This design comes from an exercise in tuning for small area on the open sky130 flow, not from production work.
No run shown here included a check of the RTL's function; only the layout flow was run.
Power figures rest on the tool's default switching activity, not on a simulated workload.

==> design.v <==
module finalproject(clk,rst,keypad_row,keypad_col,dot_row,dot_col,seven_seg);
	input clk,rst;
	output [3:0] keypad_row;
	input [3:0] keypad_col;
	output [7:0] dot_row,dot_col;
	output [6:0] seven_seg;
	assign keypad_row = 4'b0000;
	reg [3:0] c10;		 
	reg [2:0] c5;		 
	reg [6:0] ph;		 
	reg [2:0] q;		 
	reg [7:0] r;		 
	reg [15:0] f;		 
	reg fp;			 
	wire [3:0] n_c10;
	wire [2:0] n_c5;
	wire [6:0] n_ph;
	wire [2:0] n_q;
	wire [7:0] n_r;
	wire [15:0] n_f;
	wire n_fp;
	fp_next nx(.c10(c10), .c5(c5), .ph(ph), .q(q), .r(r), .f(f), .fp(fp),
		.n_c10(n_c10), .n_c5(n_c5), .n_ph(n_ph), .n_q(n_q), .n_r(n_r), .n_f(n_f), .n_fp(n_fp),
		.dot_row(dot_row), .dot_col(dot_col), .seven_seg(seven_seg));
	always @(posedge clk or negedge rst) begin
		if (~rst) begin
			c10 <= 4'd0;
			c5 <= 3'd0;
			ph <= 7'd50;
			q <= 3'd7;
			r <= 8'd1;
			f <= 16'd0;
			fp <= 1'b1;
		end else begin
			c10 <= n_c10;
			c5 <= n_c5;
			ph <= n_ph;
			q <= n_q;
			r <= n_r;
			f <= n_f;
			fp <= n_fp;
		end
	end
endmodule
module fp_next(c10, c5, ph, q, r, f, fp,
	n_c10, n_c5, n_ph, n_q, n_r, n_f, n_fp, dot_row, dot_col, seven_seg);
	input [3:0] c10;
	input [2:0] c5;
	input [6:0] ph;
	input [2:0] q;
	input [7:0] r;
	input [15:0] f;
	input fp;
	output [3:0] n_c10;
	output [2:0] n_c5;
	output [6:0] n_ph;
	output [2:0] n_q;
	output [7:0] n_r;
	output [15:0] n_f;
	output n_fp;
	output [7:0] dot_row;
	output [7:0] dot_col;
	output [6:0] seven_seg;
	wire w0, w1, w2, w3, w4, w5, w6, w7, w8, w9, w10, w11, w12, w13, w14, w15, w16, w17, w18, w19, w20, w21, w22, w23, w24, w25, w26, w27, w28, w29, w30, w31, w32, w33, w34, w35, w36, w37, w38, w39, w40, w41, w42, w43, w44, w45, w46, w47, w48, w49, w50, w51, w52, w53, w54, w55, w56, w57, w58, w59, w60, w61, w62, w63, w64, w65, w66, w67, w68, w69, w70, w71, w72, w73, w74, w75, w76, w77, w78, w79, w80, w81, w82, w83, w84, w85, w86, w87, w88, w89, w90, w91, w92, w93, w94, w95, w96, w97, w98, w99, w100, w101, w102, w103, w104, w105, w106, w107, w108, w109, w110, w111, w112, w113, w114, w115, w116, w117, w118, w119, w120, w121, w122, w123, w124, w125, w126, w127, w128, w129, w130, w131, w132, w133, w134, w135, w136, w137, w138, w139, w140, w141, w142, w143, w144, w145, w146, w147, w148, w149, w150, w151, w152, w153, w154, w155, w156, w157, w158, w159, w160, w161, w162, w163, w164, w165, w166, w167, w168, w169, w170, w171, w172, w173, w174, w175, w176, w177, w178, w179, w180, w181, w182, w183, w184, w185, w186, w187, w188, w189, w190, w191, w192, w193, w194, w195, w196, w197, w198, w199, w200, w201, w202, w203, w204, w205, w206, w207, w208, w209, w210, w211, w212, w213, w214, w215, w216, w217, w218, w219, w220, w221, w222, w223, w224, w225, w226, w227, w228, w229, w230, w231, w232, w233, w234, w235, w236, w237, w238, w239, w240, w241, w242, w243, w244, w245, w246, w247, w248, w249, w250, w251, w252, w253, w254, w255, w256, w257, w258, w259, w260, w261, w262, w263, w264, w265, w266, w267, w268, w269, w270, w271, w272, w273, w274, w275, w276, w277, w278, w279, w280, w281, w282, w283, w284, w285, w286, w287, w288, w289, w290, w291, w292, w293, w294, w295, w296, w297, w298, w299, w300, w301, w302, w303, w304, w305, w306, w307, w308, w309, w310, w311, w312, w313, w314, w315, w316, w317, w318, w319, w320, w321, w322, w323, w324, w325, w326, w327, w328, w329, w330, w331, w332, w333, w334, w335, w336, w337, w338, w339, w340, w341, w342, w343, w344, w345, w346, w347, w348, w349, w350, w351, w352, w353, w354, w355, w356, w357, w358, w359, w360, w361, w362, w363, w364, w365, w366, w367, w368, w369, w370, w371, w372, w373, w374, w375, w376, w377, w378, w379, w380, w381, w382, w383, w384, w385, w386, w387, w388, w389, w390, w391, w392, w393, w394, w395, w396, w397, w398, w399, w400, w401, w402, w403, w404, w405, w406, w407, w408, w409, w410, w411, w412, w413, w414, w415, w416, w417, w418, w419, w420, w421, w422, w423, w424, w425, w426, w427, w428, w429, w430, w431, w432, w433, w434, w435, w436, w437, w438, w439, w440, w441, w442, w443;
	assign w0 = ~c10[1] & ~c10[2];
	assign w1 = c10[3] & w0;
	assign w2 = c10[0] & c10[1];
	assign w3 = ~c10[0] & ~c10[1];
	assign w4 = ~w2 & ~w3;
	assign n_c10[1] = ~w1 & w4;
	assign w5 = ~c10[2] & ~w2;
	assign w6 = c10[2] & w2;
	assign n_c10[2] = ~w5 & ~w6;
	assign w7 = c10[0] & ~n_c10[2];
	assign w8 = c10[3] & ~w7;
	assign w9 = c10[2] & ~c10[3];
	assign w10 = w2 & w9;
	assign n_c10[3] = ~(~w8 & ~w10);
	assign w11 = w3 & w9;
	assign w12 = ~c5[0] & ~w11;
	assign w13 = ~c5[1] & c5[2];
	assign w14 = c5[0] & w11;
	assign w15 = ~w13 & w14;
	assign n_c5[0] = ~w12 & ~w15;
	assign w16 = c5[1] & w14;
	assign w17 = ~c5[1] & ~w15;
	assign n_c5[1] = ~w16 & ~w17;
	assign w18 = c5[2] & ~w14;
	assign w19 = ~c5[2] & w16;
	assign n_c5[2] = ~(~w18 & ~w19);
	assign w20 = ph[0] & w19;
	assign w21 = ~ph[0] & ~w19;
	assign n_ph[0] = ~w20 & ~w21;
	assign w22 = ph[1] & w20;
	assign w23 = ~ph[1] & ~w20;
	assign n_ph[1] = ~w22 & ~w23;
	assign w24 = ~ph[2] & ~w22;
	assign w25 = ph[2] & w22;
	assign w26 = ~ph[2] & ~ph[3];
	assign w27 = ~ph[4] & w26;
	assign w28 = ph[6] & w27;
	assign w29 = ph[5] & w28;
	assign w30 = ~w25 & ~w29;
	assign n_ph[2] = ~w24 & w30;
	assign w31 = ph[3] & w25;
	assign w32 = ~ph[3] & ~w25;
	assign n_ph[3] = ~w31 & ~w32;
	assign w33 = ph[4] & w31;
	assign w34 = ~ph[4] & ~w31;
	assign n_ph[4] = ~w33 & ~w34;
	assign w35 = ~ph[5] & ~w33;
	assign w36 = w22 & w28;
	assign w37 = ph[5] & w33;
	assign w38 = ~w36 & ~w37;
	assign n_ph[5] = ~w35 & w38;
	assign w39 = ~ph[6] & ~w37;
	assign w40 = ph[5] & ph[6];
	assign w41 = ~w38 & w40;
	assign n_ph[6] = ~w39 & ~w41;
	assign w42 = q[0] & w11;
	assign w43 = ~q[0] & ~w11;
	assign n_q[0] = ~w42 & ~w43;
	assign w44 = q[1] & w42;
	assign w45 = ~q[1] & ~w42;
	assign n_q[1] = ~w44 & ~w45;
	assign w46 = q[2] & ~w44;
	assign w47 = q[1] & ~q[2];
	assign w48 = q[0] & w47;
	assign w49 = w11 & w48;
	assign n_q[2] = ~(~w46 & ~w49);
	assign w50 = ~ph[0] & ~ph[1];
	assign w51 = ~ph[5] & ~ph[6];
	assign w52 = w50 & w51;
	assign w53 = c10[0] & c5[0];
	assign w54 = w13 & w53;
	assign w55 = w52 & w54;
	assign w56 = w1 & w27;
	assign w57 = w55 & w56;
	assign w58 = ~r[0] & ~w57;
	assign w59 = ~r[4] & ~r[5];
	assign w60 = r[4] & r[5];
	assign w61 = ~w59 & ~w60;
	assign w62 = ~r[3] & ~r[7];
	assign w63 = r[3] & r[7];
	assign w64 = ~w62 & ~w63;
	assign w65 = w61 & ~w64;
	assign w66 = ~w61 & w64;
	assign w67 = ~w65 & ~w66;
	assign w68 = w57 & w67;
	assign n_r[0] = ~w58 & ~w68;
	assign w69 = r[1] & ~w57;
	assign w70 = r[0] & w57;
	assign n_r[1] = ~(~w69 & ~w70);
	assign w71 = r[2] & ~w57;
	assign w72 = r[1] & w57;
	assign n_r[2] = ~(~w71 & ~w72);
	assign w73 = r[3] & ~w57;
	assign w74 = r[2] & w57;
	assign n_r[3] = ~(~w73 & ~w74);
	assign w75 = r[4] & ~w57;
	assign w76 = r[3] & w57;
	assign n_r[4] = ~(~w75 & ~w76);
	assign w77 = r[5] & ~w57;
	assign w78 = r[4] & w57;
	assign n_r[5] = ~(~w77 & ~w78);
	assign w79 = r[6] & ~w57;
	assign w80 = r[5] & w57;
	assign n_r[6] = ~(~w79 & ~w80);
	assign w81 = r[7] & ~w57;
	assign w82 = r[6] & w57;
	assign n_r[7] = ~(~w81 & ~w82);
	assign w83 = ~r[3] & r[6];
	assign w84 = r[3] & ~r[6];
	assign w85 = r[5] & ~w84;
	assign w86 = ~r[2] & r[6];
	assign w87 = ~r[5] & ~w86;
	assign w88 = ~w85 & ~w87;
	assign w89 = ~w83 & ~w88;
	assign w90 = r[1] & ~w89;
	assign w91 = ~r[3] & r[5];
	assign w92 = r[3] & w61;
	assign w93 = ~w91 & ~w92;
	assign w94 = ~r[1] & ~w93;
	assign w95 = ~r[3] & ~r[6];
	assign w96 = ~r[4] & r[5];
	assign w97 = w95 & w96;
	assign w98 = r[4] & ~r[6];
	assign w99 = ~r[4] & r[6];
	assign w100 = ~w98 & ~w99;
	assign w101 = r[1] & r[3];
	assign w102 = ~w100 & w101;
	assign w103 = ~w97 & ~w102;
	assign w104 = ~w94 & w103;
	assign w105 = r[2] & ~w104;
	assign w106 = ~w90 & ~w105;
	assign w107 = r[4] & w101;
	assign w108 = ~w60 & w83;
	assign w109 = ~w84 & ~w108;
	assign w110 = ~w107 & w109;
	assign w111 = r[1] & r[5];
	assign w112 = ~r[4] & ~w111;
	assign w113 = r[2] & ~w112;
	assign w114 = ~w110 & w113;
	assign w115 = r[2] & r[6];
	assign w116 = ~r[3] & r[4];
	assign w117 = r[3] & ~r[4];
	assign w118 = ~w116 & ~w117;
	assign w119 = ~w111 & ~w118;
	assign w120 = w115 & ~w119;
	assign w121 = r[3] & ~r[5];
	assign w122 = ~w59 & ~w121;
	assign w123 = ~w85 & w122;
	assign w124 = ~w120 & ~w123;
	assign w125 = ~w114 & ~w124;
	assign w126 = ~w86 & ~w116;
	assign w127 = w104 & w126;
	assign w128 = ~w125 & w127;
	assign w129 = ~w106 & ~w128;
	assign w130 = ~r[7] & ~w129;
	assign w131 = w19 & w130;
	assign w132 = ~r[1] & r[5];
	assign w133 = ~w83 & w132;
	assign w134 = ~w126 & w133;
	assign w135 = ~r[2] & ~r[3];
	assign w136 = w60 & w135;
	assign w137 = ~r[4] & w115;
	assign w138 = w121 & w137;
	assign w139 = ~w136 & ~w138;
	assign w140 = ~w134 & w139;
	assign w141 = ~w125 & w140;
	assign w142 = ~w115 & w121;
	assign w143 = ~w100 & w142;
	assign w144 = ~w114 & ~w143;
	assign w145 = w141 & w144;
	assign w146 = w131 & w145;
	assign w147 = ~f[0] & ~w146;
	assign w148 = r[1] & ~r[5];
	assign w149 = ~w132 & ~w148;
	assign w150 = r[7] & ~w149;
	assign w151 = r[6] & w150;
	assign w152 = ~r[2] & w83;
	assign w153 = ~w151 & ~w152;
	assign w154 = ~r[0] & ~w61;
	assign w155 = r[0] & w61;
	assign w156 = ~w154 & ~w155;
	assign w157 = ~r[7] & ~w149;
	assign w158 = r[2] & ~r[6];
	assign w159 = w157 & w158;
	assign w160 = r[7] & w149;
	assign w161 = r[2] & r[3];
	assign w162 = ~w135 & ~w161;
	assign w163 = w160 & ~w162;
	assign w164 = ~w159 & ~w163;
	assign w165 = ~w156 & w164;
	assign w166 = w153 & w165;
	assign w167 = r[2] & w83;
	assign w168 = ~w84 & ~w167;
	assign w169 = w160 & ~w168;
	assign w170 = ~r[7] & w158;
	assign w171 = ~r[3] & w170;
	assign w172 = w156 & ~w171;
	assign w173 = ~w169 & w172;
	assign w174 = ~w166 & ~w173;
	assign w175 = ~r[7] & w149;
	assign w176 = ~w84 & w175;
	assign w177 = r[3] & ~w149;
	assign w178 = ~w176 & ~w177;
	assign w179 = ~r[2] & w156;
	assign w180 = r[6] & w157;
	assign w181 = w179 & ~w180;
	assign w182 = ~w178 & w181;
	assign w183 = ~w174 & ~w182;
	assign w184 = w129 & w144;
	assign w185 = r[7] & ~w184;
	assign w186 = ~w125 & ~w129;
	assign w187 = w140 & ~w186;
	assign seven_seg[4] = ~w185 & w187;
	assign w188 = ~r[6] & seven_seg[4];
	assign w189 = r[0] & w59;
	assign w190 = w111 & w154;
	assign w191 = ~w189 & ~w190;
	assign w192 = r[7] & ~w179;
	assign w193 = ~w191 & w192;
	assign w194 = ~w188 & ~w193;
	assign w195 = ~r[6] & ~w148;
	assign w196 = w156 & ~w195;
	assign w197 = ~w194 & w196;
	assign w198 = w83 & w193;
	assign w199 = ~r[1] & w175;
	assign w200 = r[3] & w86;
	assign w201 = ~r[4] & ~w95;
	assign w202 = ~w200 & w201;
	assign w203 = ~fp & w161;
	assign w204 = r[4] & ~w203;
	assign w205 = ~w202 & ~w204;
	assign w206 = w199 & w205;
	assign w207 = ~w149 & w152;
	assign w208 = w132 & w161;
	assign w209 = ~w207 & ~w208;
	assign w210 = r[5] & ~r[7];
	assign w211 = ~r[4] & ~w210;
	assign w212 = ~w209 & w211;
	assign w213 = ~w206 & ~w212;
	assign w214 = ~r[0] & ~w213;
	assign w215 = ~w137 & ~w152;
	assign w216 = ~r[1] & ~r[2];
	assign w217 = r[1] & r[2];
	assign w218 = ~w216 & ~w217;
	assign w219 = r[0] & w210;
	assign w220 = ~w218 & w219;
	assign w221 = ~w215 & w220;
	assign w222 = fp & w91;
	assign w223 = ~w221 & ~w222;
	assign w224 = ~w214 & w223;
	assign w225 = ~w198 & w224;
	assign w226 = ~w197 & w225;
	assign w227 = ~ph[1] & ~w226;
	assign w228 = ph[1] & w226;
	assign w229 = w115 & w156;
	assign w230 = w94 & w229;
	assign w231 = ~fp & ~w230;
	assign w232 = ~r[5] & ~w231;
	assign w233 = ~r[0] & ~r[3];
	assign w234 = r[6] & ~w233;
	assign w235 = w191 & ~w234;
	assign w236 = w116 & w216;
	assign w237 = r[1] & ~r[4];
	assign w238 = r[0] & ~w237;
	assign w239 = w83 & ~w238;
	assign w240 = ~r[0] & w237;
	assign w241 = w84 & ~w237;
	assign w242 = ~w240 & ~w241;
	assign w243 = ~w239 & w242;
	assign w244 = r[2] & ~w243;
	assign w245 = ~w236 & ~w244;
	assign w246 = ~r[7] & ~w245;
	assign w247 = ~w235 & w246;
	assign w248 = r[7] & ~w91;
	assign w249 = r[4] & ~w210;
	assign w250 = ~w248 & w249;
	assign w251 = ~fp & ~w121;
	assign w252 = w237 & w251;
	assign w253 = ~w160 & w252;
	assign w254 = ~w250 & ~w253;
	assign w255 = ~r[2] & ~r[6];
	assign w256 = r[0] & w255;
	assign w257 = ~w254 & w256;
	assign w258 = w63 & w158;
	assign w259 = w240 & w258;
	assign w260 = ~w257 & ~w259;
	assign w261 = ~w247 & w260;
	assign w262 = ~w232 & w261;
	assign w263 = ~ph[2] & w262;
	assign w264 = ~w228 & w263;
	assign w265 = ~w227 & w264;
	assign w266 = ph[2] & ~w262;
	assign w267 = w227 & w266;
	assign w268 = ~w265 & ~w267;
	assign w269 = ph[4] & ph[5];
	assign w270 = w222 & ~w269;
	assign w271 = ~ph[4] & ~ph[5];
	assign w272 = ~w222 & ~w271;
	assign w273 = ~ph[3] & ~ph[6];
	assign w274 = ~w272 & w273;
	assign w275 = ~w270 & w274;
	assign w276 = w20 & w275;
	assign w277 = ~w268 & w276;
	assign w278 = w183 & w277;
	assign w279 = w61 & ~w218;
	assign w280 = ~w61 & w218;
	assign w281 = ~w279 & ~w280;
	assign w282 = w278 & w281;
	assign w283 = ~r[2] & ~w156;
	assign w284 = r[2] & r[7];
	assign w285 = ~w157 & ~w284;
	assign w286 = ~w283 & w285;
	assign w287 = w157 & w283;
	assign w288 = ~w286 & ~w287;
	assign w289 = w83 & w288;
	assign w290 = w64 & ~w160;
	assign w291 = w285 & w290;
	assign w292 = w95 & w291;
	assign w293 = ~w288 & w292;
	assign w294 = w160 & w200;
	assign w295 = ~w170 & ~w294;
	assign w296 = w156 & ~w295;
	assign w297 = r[6] & ~w161;
	assign w298 = w175 & ~w297;
	assign w299 = w157 & w200;
	assign w300 = ~w258 & ~w299;
	assign w301 = ~w298 & w300;
	assign w302 = ~w173 & ~w301;
	assign w303 = ~w296 & ~w302;
	assign w304 = ~w293 & w303;
	assign w305 = ~w289 & w304;
	assign w306 = w282 & ~w305;
	assign n_f[0] = ~w147 & ~w306;
	assign w307 = r[6] & w284;
	assign w308 = ~r[6] & ~w284;
	assign w309 = ~w149 & ~w308;
	assign w310 = ~w307 & w309;
	assign w311 = w156 & ~w310;
	assign w312 = w150 & ~w158;
	assign w313 = w86 & w175;
	assign w314 = ~w156 & ~w313;
	assign w315 = ~w312 & w314;
	assign w316 = ~w311 & ~w315;
	assign w317 = ~w229 & ~w255;
	assign w318 = w160 & ~w317;
	assign w319 = ~w316 & ~w318;
	assign w320 = ~w207 & w319;
	assign w321 = ~r[3] & ~w319;
	assign w322 = ~w320 & ~w321;
	assign w323 = w282 & w322;
	assign w324 = ~r[7] & w129;
	assign w325 = w19 & w324;
	assign w326 = w145 & w325;
	assign w327 = ~f[1] & ~w326;
	assign n_f[1] = ~w323 & ~w327;
	assign w328 = r[7] & ~w129;
	assign w329 = w19 & w328;
	assign w330 = w145 & w329;
	assign w331 = ~f[2] & ~w330;
	assign w332 = w278 & ~w281;
	assign w333 = ~w305 & w332;
	assign n_f[2] = ~w331 & ~w333;
	assign w334 = r[7] & w129;
	assign w335 = w19 & w334;
	assign w336 = w145 & w335;
	assign w337 = ~f[3] & ~w336;
	assign w338 = w322 & w332;
	assign n_f[3] = ~w337 & ~w338;
	assign w339 = w125 & w131;
	assign w340 = ~f[4] & ~w339;
	assign w341 = ~r[6] & w319;
	assign w342 = w156 & w291;
	assign w343 = ~w341 & ~w342;
	assign w344 = w305 & ~w343;
	assign w345 = w282 & w344;
	assign n_f[4] = ~w340 & ~w345;
	assign w346 = w125 & w325;
	assign w347 = ~f[5] & ~w346;
	assign w348 = w305 & ~w322;
	assign w349 = w343 & w348;
	assign w350 = w282 & w349;
	assign n_f[5] = ~w347 & ~w350;
	assign w351 = w125 & w329;
	assign w352 = ~f[6] & ~w351;
	assign w353 = w332 & w344;
	assign n_f[6] = ~w352 & ~w353;
	assign w354 = w332 & w349;
	assign w355 = w125 & w335;
	assign w356 = ~f[7] & ~w355;
	assign n_f[7] = ~w354 & ~w356;
	assign w357 = w131 & ~w144;
	assign w358 = ~f[8] & ~w357;
	assign w359 = ~w183 & w277;
	assign w360 = w281 & w359;
	assign w361 = ~w305 & w360;
	assign n_f[8] = ~w358 & ~w361;
	assign w362 = ~w144 & w325;
	assign w363 = ~f[9] & ~w362;
	assign w364 = w322 & w360;
	assign n_f[9] = ~w363 & ~w364;
	assign w365 = ~w144 & w329;
	assign w366 = ~f[10] & ~w365;
	assign w367 = ~w281 & w359;
	assign w368 = ~w305 & w367;
	assign n_f[10] = ~w366 & ~w368;
	assign w369 = ~w144 & w335;
	assign w370 = ~f[11] & ~w369;
	assign w371 = w322 & w367;
	assign n_f[11] = ~w370 & ~w371;
	assign w372 = w131 & ~w140;
	assign w373 = ~f[12] & ~w372;
	assign w374 = w344 & w360;
	assign n_f[12] = ~w373 & ~w374;
	assign w375 = ~w140 & w325;
	assign w376 = ~f[13] & ~w375;
	assign w377 = w349 & w360;
	assign n_f[13] = ~w376 & ~w377;
	assign w378 = ~w140 & w329;
	assign w379 = ~f[14] & ~w378;
	assign w380 = w344 & w367;
	assign n_f[14] = ~w379 & ~w380;
	assign w381 = ~w140 & w335;
	assign w382 = ~f[15] & ~w381;
	assign w383 = w349 & w367;
	assign n_f[15] = ~w382 & ~w383;
	assign w384 = ~w261 & w277;
	assign n_fp = fp & ~w384;
	assign w385 = ~c5[0] & ~c5[1];
	assign w386 = ~c5[2] & w385;
	assign w387 = q[1] & q[2];
	assign w388 = q[0] & w387;
	assign dot_row[0] = ~w386 & ~w388;
	assign w389 = ~q[0] & w387;
	assign dot_row[1] = ~w386 & ~w389;
	assign w390 = ~q[1] & q[2];
	assign w391 = q[0] & w390;
	assign dot_row[2] = ~w386 & ~w391;
	assign w392 = ~q[0] & w390;
	assign dot_row[3] = ~w386 & ~w392;
	assign dot_row[4] = ~w48 & ~w386;
	assign w393 = ~q[0] & w47;
	assign dot_row[5] = ~w386 & ~w393;
	assign w394 = ~q[1] & ~q[2];
	assign w395 = q[0] & w394;
	assign dot_row[6] = ~w386 & ~w395;
	assign w396 = ~q[0] & w394;
	assign dot_row[7] = ~w386 & ~w396;
	assign w397 = ~f[8] & w390;
	assign w398 = ~f[12] & w394;
	assign w399 = ~w397 & ~w398;
	assign w400 = ~f[9] & w47;
	assign w401 = ~f[7] & w387;
	assign w402 = ~w400 & ~w401;
	assign dot_col[0] = w399 & w402;
	assign w403 = f[4] & w387;
	assign w404 = f[13] & w394;
	assign w405 = ~w403 & ~w404;
	assign w406 = f[6] & w47;
	assign w407 = f[5] & w390;
	assign w408 = ~w406 & ~w407;
	assign dot_col[2] = ~(w405 & w408);
	assign w409 = f[1] & w387;
	assign w410 = f[2] & w390;
	assign w411 = ~w409 & ~w410;
	assign w412 = f[3] & w47;
	assign w413 = f[14] & w394;
	assign w414 = ~w412 & ~w413;
	assign dot_col[4] = ~(w411 & w414);
	assign w415 = ~f[15] & w394;
	assign w416 = ~f[11] & w47;
	assign w417 = ~w415 & ~w416;
	assign w418 = ~f[10] & w390;
	assign w419 = ~f[0] & w387;
	assign w420 = ~w418 & ~w419;
	assign dot_col[6] = w417 & w420;
	assign w421 = ~w184 & ~w334;
	assign w422 = ~w125 & w421;
	assign w423 = r[7] & w144;
	assign w424 = w125 & ~w421;
	assign w425 = ~w423 & ~w424;
	assign seven_seg[0] = ~w422 & w425;
	assign w426 = w129 & ~w144;
	assign w427 = w140 & ~w426;
	assign w428 = ~w324 & ~w427;
	assign w429 = w144 & w324;
	assign w430 = ~w185 & ~w429;
	assign w431 = w125 & ~w430;
	assign seven_seg[1] = ~(~w428 & ~w431);
	assign w432 = ~w130 & w144;
	assign seven_seg[5] = ~seven_seg[1] & w432;
	assign w433 = w140 & ~seven_seg[5];
	assign w434 = w184 & ~seven_seg[1];
	assign seven_seg[2] = ~w433 & ~w434;
	assign w435 = ~w125 & ~w328;
	assign w436 = ~w432 & ~w435;
	assign w437 = w145 & w324;
	assign w438 = ~w141 & w334;
	assign w439 = ~w437 & ~w438;
	assign seven_seg[3] = ~(~w436 & w439);
	assign w440 = w125 & w334;
	assign w441 = ~w140 & w186;
	assign w442 = ~w145 & ~w441;
	assign w443 = ~r[7] & ~w442;
	assign seven_seg[6] = ~(~w440 & ~w443);
	assign n_c10[0] = ~c10[0];
	assign dot_col[1] = dot_col[0];
	assign dot_col[3] = dot_col[2];
	assign dot_col[5] = dot_col[4];
	assign dot_col[7] = dot_col[6];
endmodule
==> flow/run.sh <==
#!/bin/bash
# The standard layout (standard.sh), with three changes:
#  - synthesis maps the logic with an area-oriented ABC script (flow/abc_map.script) in place of
#    ORFS's speed script; everything else in synthesis is the standard flow's own script (synth_recipe.tcl),
#  - port buffers are the smallest buffer cell,
#  - CTS inserts no dummy loads.
set -euo pipefail
W=$PWD
cat > $W/flow_synth.tcl <<EOT
proc abc {args} {
  set i [lsearch -exact \$args -script]
  if {\$i >= 0} { set args [lreplace \$args [expr {\$i+1}] [expr {\$i+1}] $W/flow/abc_map.script] }
  yosys abc {*}\$args
}
source $W/synth_recipe.tcl
EOT
bash standard.sh "SYNTH_SCRIPT=$W/flow_synth.tcl" \
  "BUFFER_PORTS_ARGS=-buffer_cell sky130_fd_sc_hd__buf_1" \
  "CTS_ARGS=-sink_clustering_enable -repair_clock_nets -dont_use_dummy_load" \
  finish > standard_flow.log 2>&1
==> flow/abc_map.script <==
strash
dch -f
amap
topo
==> standard.sh <==
#!/bin/bash
# synth_recipe.tcl (not shown) runs the flow's synth.tcl, then flattens the netlist and writes it again
# the make line also repeats each setting of config.mk as NAME=value (left out here)
make -C /OpenROAD-flow-scripts/flow DESIGN_CONFIG=/design/flow/config.mk WORK_HOME=/design/flow/orfs CLKGATE_MAP_FILE= SYNTH_SCRIPT=/design/flow/synth_recipe.tcl "${@:-finish}"
==> config.mk <==
export PLATFORM = sky130hd
export DESIGN_NAME = finalproject
export DESIGN_NICKNAME = finalproject
export VERILOG_FILES = /design/flow/design.v
export SDC_FILE = /design/flow/constraint.sdc
export NUM_CORES = 4
export LEC_CHECK = 0
export CAP_MARGIN = 20
export CORE_MARGIN = 2
export CORE_UTILIZATION = 40
export PLACE_DENSITY = 0.6
export SLEW_MARGIN = 20
==> constraint.sdc <==
create_clock -name core_clock -period 10.0 [get_ports {clk}]
set_input_delay 2.0000 -clock core_clock [delete_from_list [all_inputs] [get_ports {clk}]]
set_output_delay 2.0000 -clock core_clock [all_outputs]
set_load 0.01 [all_outputs]
==> metrics.md, run 1 <==
| Metric | Value |
|---|---|
| Routed wire per std cell | 15.70 um |
| Pwr/cell area | between 80 and 90 nW/um^2 |
| Design area | 3158 sq um |
| TNS Setup | 0 ns |
| Clk latency of the worst-skew pair | 0.30 ns |
| Seq/Total Area, Yosys | 0.3639 |
| P_leak | 1.229 nW |
| Startpoint Class | flip-flop |
| Period utilisation layout | 0.6705 |
| Post-synth EDFFs | 0 |
| Routed met3 length | about 370 um |
| Yosys top cell area share | 0.2918 |
| Placed Cells | 486 |
| CP Max Fanout | 16 |
| Port bufs | 24 |
| TritonCTS Buffers | 5 |
| RSZ-0062 raised after global routing | false |
| DR vias/cell | roughly 5.7 |
| Chip Height | around 89 um |
| M1 WL | roughly 3.4 mm |
| DP Area | 3089 sq um |
| Core area | around 7000 sq um |
| Hold depth | 2 |
| DRT Wirelength | 7.710 mm |
| Critical path cell sequence | clkinv_1 -> ha_1 -> nor2_1 -> o22a_1 -> nor2_1 -> clkinv_1 -> a31oi_1 -> clkinv_1 -> nor2_1 -> clkinv_1 -> nor2_1 -> o21ai_0 -> o21ai_0 -> nor2_1 -> o22a_1 -> buf_1 |
| Initial antenna violation count | 0 |
| Int Power | 0.0002151 W |
| Max stage delay on crit path | slightly below 0.7 ns |
| Number of gates given a new drive strength after cts | 0 |
| Synth area leaders | dfrtp_1, nor2_1, ha_1 |
| Post-Synthesis Cell Area | around 3000 sq um |
| Final ANT Viol Nets | 0 |
| Die area | 7987 sq um |
| Row count | 31 |
| Max-Cap Viols | 0 |
| Clock Pin Slew Worst Setup and Hold Paths | 0.07 ns |
| CTS tree | done |
| Worst Path Required | 8.00 ns |
| Cts hold-fix bufs | 0 |
| Yosys reg bits | 42 |
| Final net count | 420 |
| Delay-heaviest family, CP | buffers and inverters |
| DR WL met2 | 3.700 mm |
| Unique masters post-synth | 39 |
| Ys flop type | dfrtp_1 |
| Buffers & Inverters on Critical Path | 5 |
| Non-filler cells, final | 491 |
| Crit end category | primary output |
| Top-Level Pins | 33 |
| Initial core utilization | 0.4085 |
| Gp weighted congestion | approximately 0.90 |
| Stages on the worst setup path | 16 |
| Iter 0 DRT Violations | 255 |
| Slew Limit Fails | 0 |
| DR DRC count | 0 |
| WP data arrival | 4.70 ns |
| Hold Fails Final Rpt | 0 |
| Outcome | complete, no violations |
| Hold WC Path Type | flip-flop to flip-flop |
| Worst Path Class, Setup | flip-flop to primary output |
| DRT Pass-1 Iters | 5 |
| Max Used Layer | met4 |
| Mapped Avg Cell Area | between 7 and 8 sq um |
| First-pass GRT wire length | 12.47 mm |
| RR Endpoint | f[7] |
| # fillers | about 750 |
| Final min period | about 6.7 ns |
| Ys async rst share | 1.000 |
| CTS Buffer Depth | 2 |
| Worst vdd ir | approximately 0.000052 V |
| Most frequent cells in the layout | nor2_1, clkinv_1, dfrtp_1, o21ai_0, buf_1 |
| Layout area overhead | 8.326% |
| Vias in the first global route | roughly 2600 |
| Slowest library cell on the worst path | dfrtp_1 |
| H-tree depth | 2 |
| Endpoints failing setup | 0 |
| Ys Warns | 1 |
| Worst min-delay path endpoint | fp |
| R2R setup slack | 4.46 ns |
| Post-CTS Repair Setup Buffers | 0 |
| Worst Max-Slew Pin Slew | 0.9421 ns |
| Flop pwr share | 0.624 |
| Most area-hungry cell type in the Yosys netlist | dfrtp_1 |
| Mapped Cells | between 300 and 400 |
| Peak Freq | between 100 and 150 MHz |
| Via count | roughly 2800 |
| Logic pwr share | 0.015 |
| Worst Hold Launch | fp |
| Cells on worst reg2reg path | 18 |
| Fraction of layout instances using a drive strength above 1 | 0.03827 |
| Most common cell on crit path | nor2_1 |
| Clk pwr share | 0.361 |
| Commonest non-fill, non-tap cell in the layout | nor2_1 |
| Pin count of the biggest net entering global routing | 43 |
| Die width | 89.37 um |
| Switch share | 0.2098 |
| P_sw | 0.00005711 W |
| Sink Count | 42 |
| GRT Util Overall | 0.2030 |
| GRT overflow | 0 |
| Dpl hpwl | 5.844 mm |
| Clock skew | 0.02575 ns |
| Relative slew slack | 0.3719 |
| Root buffer cell | clkbuf_8 |
| Antenna Cells | 0 |
## layout make-up
class | count | area (sq um) | share of cell area
clock buffer | 5 | 68.82 | 0.02179
timing repair buffer | 25 | 98.84 | 0.03130
multi-input combinational | 272 | 1625 | 0.5147
sequential | 42 | 1061 | 0.3360
tap | 99 | 123.9 | 0.03922
inverter | 48 | 180.2 | 0.05705
## metrics by stage
stage | total power, W | utilization | hold WS, ns | setup WS, ns
after floorplan | 0.0001749 | - | 0.4535 | 4.595
after global placement | 0.0001773 | 0.4329 | 0.4912 | 3.812
after detailed placement | 0.0001773 | 0.4329 | 0.4921 | 3.698
after CTS | 0.0002769 | 0.4425 | 0.5041 | 3.364
after global routing | 0.0002861 | 0.4425 | 0.5135 | 2.830
final | 0.0002722 | 0.4425 | 0.5058 | 3.295
## cells by family after synthesis
| kind of cell | count (synthesis) | synth area share |
|---|---|---|
| flip-flops | 42 | 0.3639 |
| buffers and inverters | 56 | 0.08240 |
| AND/OR/NAND/NOR | 131 | 0.1983 |
| AO/OA/AOI/OAI | 117 | 0.2683 |
| other | 1 | 0.001286 |
| adder cells (fa/ha/maj) | 20 | 0.08584 |
## Yosys cell counts (2+ instances only)
cell type,count
nor2b_1,2
o21ai_0,26
a21oi_1,12
a31oi_1,8
o22a_1,13
nand2_1,20
o22ai_1,20
nor2_1,70
or3_1,7
dfstp_2,8
nor4_1,5
clkinv_1,48
nand3_1,5
a22oi_1,4
a211oi_1,5
o21a_1,15
and3_1,2
o32ai_1,2
ha_1,20
or2_0,4
dfrtp_1,34
buf_4,8
nor3_1,11
a221oi_1,3
## metal layers
metal | up-vias | GRT usage
met4 | 0 | 0.08684
met3 | 19 | 0.03601
met1 | 1320 | 0.2630
met2 | 98 | 0.3327
li1 | 1364 | -
met5 | - | 0
## worst min-delay path: stages (launching register included)
cell and delay, ns:
dfstp_2 0.38, clkinv_1 0.08, nor2_1 0.05
## power groups by stage
stage | Sequential, W | Combinational [W] | Clock (W)
2_1_floorplan | 0.000173 | 0.00000181 | 0
3_3_place_gp | 0.000173 | 0.00000423 | 0
3_5_place_dp | 0.000173 | 0.00000424 | 0
4_1_cts | 0.000170 | 0.00000425 | 0.000103
5_1_grt | 0.000170 | 0.00000490 | 0.000111
6_report | 0.000170 | 0.00000402 | 0.0000982
## how the worst max path moves through the flow
| stage | from | end |
|---|---|---|
| floorplan | flip-flop | seven_seg[2] |
| global placement | flip-flop | seven_seg[2] |
| detailed placement | flip-flop | seven_seg[2] |
| CTS | flip-flop | seven_seg[2] |
| global route | flip-flop | seven_seg[2] |
| finish | flip-flop | seven_seg[2] |
==> run 2: changes to the inputs <==
==> flow/abc_map.script (replaced) <==
strash
&get -n
&dch -f
&nf -R 1000
&put
topo
==> run 2 against run 1 <==
Net effect: sequential share of layout area rose by 0.47 points; critical path type unchanged; wire length fell by 4.7%; worst setup slack better by 0.51 ns; non-clock buffer count increased by 1; still clean on timing, DRC and antenna; first-iteration DRC count is 24% higher; register-to-register slack improved by 0.44 ns; critical endpoint unchanged.
==> metrics.md, run 2 <==
| Metric | Value |
|---|---|
| Yosys reg bits | 42 |
| Initial antenna violation count | 0 |
| Most common cell in the netlist | a21oi_1 |
| Pwr/cell area | 88.62 nW/um^2 |
| Die area | 7862 sq um |
| Final net count | approximately 400 |
| Row count | 30 |
| RSZ-0062 raised after global routing | false |
| Max-Cap Viols | 0 |
| Cts hold-fix bufs | 0 |
| Vias in the first global route | 2507 |
| Startpoint Class | flip-flop |
| Core area | 6869 sq um |
| Most frequent cells in the layout | a21oi_1, nor2_1, dfrtp_1, nand2_1, o21ai_0 |
| Worst Max-Slew Pin Slew | roughly 0.78 ns |
| Final ANT Viol Nets | 0 |
| Worst vdd ir | between 0.00004 and 0.00005 V |
| GRT Util Overall | 0.1967 |
| Overall power | 0.0002760 W |
| Endpoints failing setup | 0 |
| Ys async rst share | 1.000 |
| Hold WS | around 0.5 ns |
| Seq/Total Area, Yosys | 0.3700 |
| Routed wire per std cell | roughly 16 um |
| GRT overflow | 0 |
| CTS tree | done |
| H-tree depth | 2 |
| Crit end category | primary output |
| Hold WC Path Type | flip-flop to flip-flop |
| First-pass GRT wire length | 12.18 mm |
| DR DRC count | 0 |
| Clk latency of the worst-skew pair | 0.30 ns |
| Worst Path Class, Setup | flip-flop to primary output |
| Hold Fails Final Rpt | 0 |
| Synth area leaders | dfrtp_1, a21oi_1, ha_1 |
| TritonCTS Buffers | 5 |
| Clock skew | 0.02000 ns |
| TNS Setup | 0 ns |
| Ys Warns | 1 |
| DR vias/cell | 5.979 |
| Ys flop type | dfrtp_1 |
| Layout area overhead | 8.595% |
| Mapped Avg Cell Area | 8.336 sq um |
| DRT Pass-1 Iters | 7 |
| Port bufs | 24 |
| DRT Wirelength | ~7.3 mm |
| Yosys top cell area share | 0.2967 |
| Sink Count | 42 |
| Clock Pin Slew Worst Setup and Hold Paths | 0.07 ns |
| Post-Synthesis Cell Area | 2868 sq um |
| Period utilisation layout | 0.6193 |
| Pin count of the biggest net entering global routing | 43 |
| Initial core utilization | 0.4175 |
| Final min period | 6.193 ns |
| Non-filler cells, final | roughly 470 |
| Post-CTS Repair Setup Buffers | 0 |
| Slew Limit Fails | 0 |
| Die width | 88.67 um |
| Via count | 2786 |
| Iter 0 DRT Violations | 315 |
| Top-Level Pins | 33 |
| Unique masters post-synth | 45 |
| Post-synth EDFFs | 0 |
| Synth top cells by count | a21oi_1, nor2_1, dfrtp_1, nand2_1, o21ai_0 |
| Peak Freq | between 150 and 200 MHz |
| Number of gates given a new drive strength after cts | 0 |
| Worst Path Required | 8.00 ns |
| Mapped Cells | 344 |
| Core Util, Final | 0.4534 |
| Relative slew slack | 0.4821 |
| CTS Buffer Depth | 2 |
| Outcome | complete, no violations |
| Chip Height | 88.67 um |
| WP data arrival | 4.19 ns |
| Most area-hungry cell type in the Yosys netlist | dfrtp_1 |
| Dpl hpwl | 5.294 mm |
| Commonest non-fill, non-tap cell in the layout | a21oi_1 |
| Fraction of layout instances using a drive strength above 1 | 0.05405 |
| CP Max Fanout | 11 |
| Antenna Cells | 0 |
| Gp weighted congestion | between 0.9 and 1 |
| P_leak | 1.247 nW |
| Placed Cells | 461 |
| Root buffer cell | clkbuf_8 |
[run 2: kinds of logic after synthesis]
group	Yosys count	share of synthesized area
adder cells (fa/ha/maj)	20	0.08726
multiplexers	4	0.03141
XOR/XNOR	5	0.01527
AND/OR/NAND/NOR	112	0.1780
AO/OA/AOI/OAI	131	0.2683
other	1	0.001308
buffers and inverters	29	0.04843
flip-flops	42	0.3700
[run 2: power by group]
group | switching [W] | internal [W]
sequential | 0 | 0.000170
combinational | 0.00000397 | 0.000000396
clock | 0.0000566 | 0.0000451
total | 0.0000605 | 0.000215
[run 2: per-stage QoR]
| stage | setup WS (ns) | area, sq um |
|---|---|---|
| 5_1_grt | 3.490 | 3114 |
| 3_5_place_dp | 4.221 | 3045 |
| 2_1_floorplan | 4.753 | 2879 |
| 3_3_place_gp | 4.288 | 3045 |
| 4_1_cts | 3.894 | 3114 |
| 6_report | 3.807 | 3114 |
[run 2: final cells by class]
cell class / instances / area (sq um)
fill: 697 / 3755
multi-input combinational: 276 / 1679
sequential: 42 / 1061
tap: 96 / 120.1
timing repair buffer: 26 / 106.4
inverter: 21 / 78.83
clock buffer: 5 / 68.82
[run 2: final timing paths]
| kind | startpoint | cells after the start | slack (ns) | end |
|---|---|---|---|---|
| worst max-delay path | flip-flop | 13 | 3.81 | seven_seg[2] |
| worst max register to register | flip-flop | 18 | 4.90 | f[10] |
| worst min register to register | fp | 1 | 0.50 | fp |
| max in group asynchronous | rst | 2 | 7.84 | q[1] |
| worst min-delay path | fp | 1 | 0.50 | fp |
| min in group asynchronous | rst | 2 | 1.76 | async pin |
[run 2: layer usage]
layer / track usage / vias to the layer above / wire, um
met5: 0 / - / 0
met4: 0.06061 / 0 / 185
met3: 0.03731 / 26 / 380
met2: 0.3073 / 107 / 3397
met1: 0.2765 / 1338 / 3381
li1: - / 1315 / -
[run 2: critical path, cell delays in order (launching register included)]
cell	delay, ns
dfrtp_1	0.62
clkinv_1	0.36
ha_1	0.45
clkinv_1	0.11
a211oi_1	0.41
nor2_1	0.12
a2bb2oi_1	0.15
a31oi_1	0.53
nand2_1	0.24
xor2_1	0.20
o21ai_0	0.30
nor2_1	0.11
o22a_1	0.19
buf_1	0.12
==> run 3: changes to the inputs <==
--- a/flow/run.sh
+++ b/flow/run.sh
@@ -18,3 +18,3 @@
   "BUFFER_PORTS_ARGS=-buffer_cell sky130_fd_sc_hd__buf_1" \
-  "CTS_ARGS=-sink_clustering_enable -repair_clock_nets -dont_use_dummy_load" \
+  "CTS_ARGS=-buf_list sky130_fd_sc_hd__clkbuf_16 -root_buf sky130_fd_sc_hd__clkbuf_16 -repair_clock_nets -dont_use_dummy_load" \
   finish > standard_flow.log 2>&1
==> run 3 against run 2 <==
Net effect: still clean on timing, DRC and antenna; power increased by 17%; fmax increased by 0.11%; final cell count unchanged; die area unchanged.
==> metrics.md, run 3 <==
| Metric | Value |
|---|---|
| GR met1 Demand/Resource | 0.2742 |
| Worst vdd ir | 0.00005415 V |
| Unique masters post-synth | 45 |
| Startpoint Class | flip-flop |
| Fraction of layout instances using a drive strength above 1 | 0.05405 |
| CTS Buffer Depth | 2 |
| Post-CTS Repair Setup Buffers | 0 |
| Iter 0 DRT Violations | 343 |
| GR peak layer | met2 |
| Max-Cap Viols | 0 |
| Final ANT Viol Nets | 0 |
| WP data arrival | 4.19 ns |
| Seq/Total Area, Yosys | 0.3700 |
| Cts hold-fix bufs | 0 |
| Sink Count | 42 |
| Worst Path Required | 8.00 ns |
| TNS Setup | 0 ns |
| Period utilisation layout | 0.6187 |
| R2R setup slack | about 4.9 ns |
| Vias in the first global route | 2500 |
| RSZ-0062 raised after global routing | false |
| Commonest non-fill, non-tap cell in the layout | a21oi_1 |
| Dpl hpwl | 5.294 mm |
| Hold WC Path Type | flip-flop to flip-flop |
| P_sw | 0.00006541 W |
| Logic pwr share | 0.014 |
| TritonCTS Buffers | 5 |
| First-pass GRT wire length | 12.19 mm |
| Relative slew slack | 0.4872 |
| Ys flop type | dfrtp_1 |
| Number of gates given a new drive strength after cts | 0 |
| Slowest library cell on the worst path | dfrtp_1 |
| Chip Height | a little under 90 um |
| Most area-hungry cell type in the Yosys netlist | dfrtp_1 |
| DR vias/cell | between 5 and 6 |
| Root buffer cell | clkbuf_16 |
| Routed wire per std cell | 15.81 um |
| Max stage delay on crit path | 0.61 ns |
| Worst Hold Launch | fp |
| Mapped Cells | 344 |
| GRT overflow | 0 |
| DRT Wirelength | between 7 and 8 mm |
| Met3 GRT Util | 0.03545 |
| Hold Fails Final Rpt | 0 |
| Die width | just under 90 um |
| Switch share | 0.2018 |
| Final net count | a little under 400 |
| Synth top cells by count | a21oi_1, nor2_1, dfrtp_1, nand2_1, o21ai_0 |
| Post-Synthesis Cell Area | between 2000 and 3000 sq um |
| Ys async rst share | 1.000 |
| DR DRC count | 0 |
| Mapped Avg Cell Area | 8.336 sq um |
| Yosys reg bits | 42 |
| Clock skew | 0.01224 ns |
| Core area | 6869 sq um |
| Pin count of the biggest net entering global routing | 43 |
| Slew Limit Fails | 0 |
| Crit end category | primary output |
| Top-Level Pins | 33 |
| Peak Freq | roughly 160 MHz |
| Cells on worst reg2reg path | 18 |
| GRT Util Overall | 0.1965 |
| Final min period | 6.187 ns |
| Worst min-delay path endpoint | fp |
| Synth area leaders | dfrtp_1, a21oi_1, ha_1 |
| Gp weighted congestion | 0.9092 |
| Layout area overhead | 10.56% |
| RR Endpoint | f[11] |
| Row count | 30 |
| Flop pwr share | 0.525 |
| Hold depth | 1 |
| Met2 Resource Use GR | 0.3114 |
| Ys Warns | 1 |
| P_leak | approximately 1.3 nW |
| Most frequent cells in the layout | a21oi_1, nor2_1, dfrtp_1, nand2_1, o21ai_0 |
| Pwr/cell area | between 100 and 150 nW/um^2 |
| Worst Path Class, Setup | flip-flop to primary output |
| Worst Max-Slew Pin Slew | 0.7634 ns |
| Buffers & Inverters on Critical Path | 3 |
| Initial antenna violation count | 0 |
| Delay-heaviest family, CP | compound AO/OA/AOI/OAI gates |
| H-tree depth | 2 |
| Yosys top cell area share | 0.2967 |
| Critical path cell sequence | clkinv_1 -> ha_1 -> clkinv_1 -> a211oi_1 -> nor2_1 -> a2bb2oi_1 -> a31oi_1 -> nand2_1 -> xor2_1 -> o21ai_0 -> nor2_1 -> o22a_1 -> buf_1 |
| Clk pwr share | 0.462 |
| Antenna Cells | 0 |
| CP Max Fanout | 11 |
| Outcome | complete, no violations |
| Hold WS | 0.4974 ns |
| DRT Pass-1 Iters | 6 |
| Post-synth EDFFs | 0 |
| Int Power | 0.0002588 W |
| Port bufs | 24 |
| # fillers | 693 |
| Die area | 7862 sq um |
| Endpoints failing setup | 0 |
| CTS tree | done |
| Clk latency of the worst-skew pair | around 0.28 ns |
| Clock Pin Slew Worst Setup and Hold Paths | 0.05 ns |
| Via count | 2763 |
| Most common cell in the netlist | a21oi_1 |
| Initial core utilization | 0.4175 |
-- run 3: cell count changes in the layout (fill, tap and decap cells not counted) --
| cell | before | now |
|---|---|---|
| clkbuf_16 | 0 | 5 |
| clkbuf_8 | 5 | 0 |
-- run 3: cell type report --
cell class              instances  area [sq um]  share of cell area
repair buffers                 26         106.4             0.03354
inverters                      21         78.83             0.02486
clock buffers                   5         125.1             0.03946
multi-input cells             276          1679              0.5296
flip-flops and latches         42          1061              0.3346
well taps                      96         120.1             0.03788
-- run 3: worst max path at each step --
stage          startpoint      endpoint  depth (start not counted)
2_1_floorplan   flip-flop  seven_seg[2]                         12
3_3_place_gp    flip-flop  seven_seg[2]                         13
3_5_place_dp    flip-flop  seven_seg[2]                         13
4_1_cts         flip-flop  seven_seg[2]                         13
5_1_grt         flip-flop  seven_seg[2]                         13
6_report        flip-flop  seven_seg[2]                         13
-- run 3: metal layers --
metal,routed length [um],vias to the layer above,part of all wire
met4,148,0,0.020
met1,3325,1307,0.45
met5,0,-,0
met3,448,16,0.061
met2,3446,121,0.47
li1,-,1319,-
-- run 3: power groups by stage --
stage               Clock (W)  Combinational (W)  Sequential (W)
floorplan                   0         0.00000181        0.000173
global placement            0         0.00000467        0.000173
detailed placement          0         0.00000469        0.000173
CTS                  0.000152         0.00000470        0.000170
global route         0.000160         0.00000529        0.000170
finish               0.000150         0.00000439        0.000170
-- run 3: metrics by stage --
stage / std cells / worst slack, ns / power (W) / instance area [sq um] / util
final: 466 / 3.813 / 0.0003242 / 3171 / 0.4616
after global routing: 466 / 3.508 / 0.0003353 / 3171 / 0.4616
after CTS: 466 / 3.911 / 0.0003267 / 3171 / 0.4616
after detailed placement: 461 / 4.221 / 0.0001778 / 3045 / 0.4434
after global placement: 461 / 4.288 / 0.0001778 / 3045 / 0.4434
after floorplan: 347 / 4.753 / 0.0001749 / 2879 / -
-- run 3: logic make-up after synthesis --
group / count (synthesis) / synth area share
mux: 4 / 0.03141
flops: 42 / 0.3700
fa+ha+maj: 20 / 0.08726
xor+xnor: 5 / 0.01527
other cells: 1 / 0.001308
compound gates: 131 / 0.2683
simple gates: 112 / 0.1780
buf+inv: 29 / 0.04843
==> run 4: changes to the inputs <==
--- a/flow/run.sh
+++ b/flow/run.sh
@@ -18,3 +18,3 @@
   "BUFFER_PORTS_ARGS=-buffer_cell sky130_fd_sc_hd__buf_1" \
-  "CTS_ARGS=-buf_list sky130_fd_sc_hd__clkbuf_16 -root_buf sky130_fd_sc_hd__clkbuf_16 -repair_clock_nets -dont_use_dummy_load" \
+  "CTS_ARGS=-sink_clustering_enable -sink_clustering_size 50 -sink_clustering_max_diameter 400 -sink_clustering_levels 1 -buf_list sky130_fd_sc_hd__clkbuf_16 -root_buf sky130_fd_sc_hd__clkbuf_16 -repair_clock_nets -dont_use_dummy_load" \
   finish > standard_flow.log 2>&1
==> run 4 against run 3 <==
Net effect: worst hold slack is the same; sequential power is essentially flat; synthesized cell count is the same; non-clock buffer count is the same; clock power is essentially flat; utilization is the same; wire length is the same; critical endpoint unchanged; critical path depth is the same; global-route usage is the same.
==> metrics.md, run 4 <==
| Metric | Value |
|---|---|
| DRT Wirelength | 7.367 mm |
| Area of the multi-input gates | 1679 sq um |
| Port bufs | 24 |
| GRT overflow | 0 |
| CTS Buffer Depth | 2 |
| H-tree depth | 2 |
| Most area-hungry cell type in the Yosys netlist | dfrtp_1 |
| Die width | 88.67 um |
| Flop pwr share | 0.525 |
| Ys Warns | 1 |
| Fraction of layout instances using a drive strength above 1 | 0.05405 |
| Clk latency of the worst-skew pair | between 0.2 and 0.3 ns |
| Slew Limit Fails | 0 |
| Routed wire per std cell | 15.81 um |
| Dpl hpwl | approximately 5.3 mm |
| Slowest library cell on the worst path | dfrtp_1 |
| Core Util, Final | 0.4616 |
| WP data arrival | about 4.2 ns |
| First-pass GRT wire length | 12.19 mm |
| Worst Hold Launch | fp |
| Vias in the first global route | 2500 |
| P_sw | 0.00006541 W |
| Chip Height | 88.67 um |
| Yosys top cell area share | 0.2967 |
| GRT Util Overall | 0.1965 |
| Clock skew | 0.01224 ns |
| Seq/Total Area, Yosys | 0.3700 |
| Final ANT Viol Nets | 0 |
| Max-Cap Viols | 0 |
| Pwr/cell area | 102.3 nW/um^2 |
| Stages on the worst setup path | 13 |
| Root buffer cell | clkbuf_16 |
| Hold depth | 1 |
| Outcome | complete, no violations |
| Switch share | 0.2018 |
| Antenna Cells | 0 |
| Layout area overhead | 10.56% |
| Pre-CTS WS | about 4.2 ns |
| Post-Synthesis Cell Area | around 2900 sq um |
| TNS Setup | 0 ns |
| Peak Freq | ~160 MHz |
| Clk pwr share | 0.462 |
| Endpoints failing setup | 0 |
| # fillers | slightly below 700 |
| Worst Max-Slew Pin Slew | 0.7634 ns |
| Clock Pin Slew Worst Setup and Hold Paths | around 0.050 ns |
| Cts hold-fix bufs | 0 |
| Mapped Avg Cell Area | 8.336 sq um |
| Die area | 7862 sq um |
| Int Power | between 0.0002 and 0.0003 W |
| Ys async rst share | 1.000 |
| Initial antenna violation count | 0 |
| Via count | 2763 |
| Post-CTS Repair Setup Buffers | 0 |
| Gp weighted congestion | 0.9092 |
| Delay-heaviest family, CP | compound AO/OA/AOI/OAI gates |
| Logic pwr share | 0.014 |
| Post-synth EDFFs | 0 |
| Initial core utilization | 0.4175 |
| Row count | 30 |
| Core area | 6869 sq um |
| Worst vdd ir | 0.00005415 V |
| Cells on worst reg2reg path | 18 |
| Max stage delay on crit path | 0.61 ns |
| Most frequent cells in the layout | a21oi_1, nor2_1, dfrtp_1, nand2_1, o21ai_0 |
| Startpoint Class | flip-flop |
| TritonCTS Buffers | 5 |
| Final min period | just over 6 ns |
| Final net count | 398 |
| Iter 0 DRT Violations | approximately 340 |
| Mapped Cells | 344 |
| DR DRC count | 0 |
| CTS tree | done |
| Hold Fails Final Rpt | 0 |
| Synth top cells by count | a21oi_1, nor2_1, dfrtp_1, nand2_1, o21ai_0 |
| Critical path cell sequence | clkinv_1 -> ha_1 -> clkinv_1 -> a211oi_1 -> nor2_1 -> a2bb2oi_1 -> a31oi_1 -> nand2_1 -> xor2_1 -> o21ai_0 -> nor2_1 -> o22a_1 -> buf_1 |
| P_leak | 1.272 nW |
| Relative slew slack | 0.4872 |
| Most common cell in the netlist | a21oi_1 |
| Hold WC Path Type | flip-flop to flip-flop |
| Worst Path Class, Setup | flip-flop to primary output |
| Buffers & Inverters on Critical Path | 3 |
| Yosys reg bits | 42 |
| Overall power | 0.0003242 W |
| DRT Pass-1 Iters | 6 |
| Setup ws final | 3.813 ns |
| Crit end category | primary output |
| Top-Level Pins | 33 |
| CP Max Fanout | 11 |
| Worst Path Required | ~8.0 ns |
| RSZ-0062 raised after global routing | false |
| Unique masters post-synth | 45 |
| Register area | 1061 sq um |
| Ys flop type | dfrtp_1 |
| Commonest non-fill, non-tap cell in the layout | a21oi_1 |
| Sink Count | 42 |
| Period utilisation layout | 0.6187 |
| DR vias/cell | 5.929 |
| Number of gates given a new drive strength after cts | 0 |
| R2R setup slack | 4.92 ns |
| Pin count of the biggest net entering global routing | 43 |
| Synth area leaders | dfrtp_1, a21oi_1, ha_1 |
==> run 4: cell type report <==
type                            count  area share
Sequential cell                    42      0.3346
Inverter                           21     0.02486
Tap cell                           96     0.03788
Timing Repair Buffer               26     0.03354
Clock buffer                        5     0.03946
Multi-Input combinational cell    276      0.5296
==> run 4: per-stage QoR <==
stage | cell area (sq um) | cells | hold slack, ns
after floorplan | 2879 | 347 | 0.4606
after global placement | 3045 | 461 | 0.4840
after detailed placement | 3045 | 461 | 0.4876
after CTS | 3171 | 466 | 0.4961
after global routing | 3171 | 466 | 0.5124
final | 3171 | 466 | 0.4974
==> run 4: power groups by stage <==
| stage | Clock (W) | Sequential [W] | Combinational (W) |
|---|---|---|---|
| after floorplan | 0 | 0.000173 | 0.00000181 |
| after global placement | 0 | 0.000173 | 0.00000467 |
| after detailed placement | 0 | 0.000173 | 0.00000469 |
| after CTS | 0.000152 | 0.000170 | 0.00000470 |
| after global routing | 0.000160 | 0.000170 | 0.00000529 |
| final | 0.000150 | 0.000170 | 0.00000439 |
==> run 4: layer usage <==
layer  wire [um]  track usage  vias to the layer above
li1            -            -                     1319
met1        3325       0.2742                     1307
met2        3446       0.3114                      121
met3         448      0.03545                       16
met4         148      0.05923                        0
met5           0            0                        -
==> run 4: worst register-to-register path, cell delays in order, from the launching register on <==
cell and delay, ns:
dfrtp_1 0.61, clkinv_1 0.36, ha_1 0.45, clkinv_1 0.11, a211oi_1 0.42, nor2_1 0.13
a2bb2oi_1 0.15, a31oi_1 0.55, nand2_1 0.24, a211oi_1 0.39, nand2_1 0.12, a21oi_1 0.17
nor3_1 0.10, nor2_1 0.14, a21o_1 0.09, and3_1 0.16, nand3_1 0.15, nor3_1 0.49
a21oi_1 0.14
==> run 4: final timing paths <==
check	to
worst max-delay path	seven_seg[2]
worst min-delay path	fp
worst max register to register	f[11]
worst min register to register	fp
max in group asynchronous	q[0]
min in group asynchronous	async pin
==> run 4: logic make-up after synthesis <==
kind of cell | synth area share
AOI/OAI and AO/OA | 0.2683
xor gates and xnor gates | 0.01527
adders and majority gates | 0.08726
buffers and inverters | 0.04843
DFF | 0.3700
muxes | 0.03141
other | 0.001308
and+or+nand+nor | 0.1780

## port drivers added, routing unchanged
In the flow no input, the clock included, has a driving cell. The finished layouts below were timed again as built, in two steps.
Step 1, drivers: a clkbuf_16 drives clk and a buf_2 each remaining input, both assumed.
Step 2, shift: input delay + t, output delay - t, t = (earliest + latest rising clock arrival at the registers) / 2. This alone moves slack from input paths to output paths.
Slacks: ideal ports / drivers / drivers and shift; pairs: ideal ports / drivers.
| run | shift t [ns] | setup WS [ns] | hold slack, ns | slew at the worst register clock pin (ns) |
|---|---|---|---|---|
| run 1 | 0.319 | 3.295 / 3.265 / 3.584 | 0.506 / 0.506 / 0.506 | 0.08 / 0.08 |
| run 2 | 0.321 | 3.807 / 3.779 / 4.100 | 0.498 / 0.498 / 0.498 | 0.09 / 0.09 |
| run 3 | 0.310 | 3.813 / 3.782 / 4.092 | 0.497 / 0.497 / 0.497 | 0.07 / 0.07 |
| run 4 | 0.310 | 3.813 / 3.782 / 4.092 | 0.497 / 0.497 / 0.497 | 0.07 / 0.07 |
After both steps every run listed still meets setup and hold.
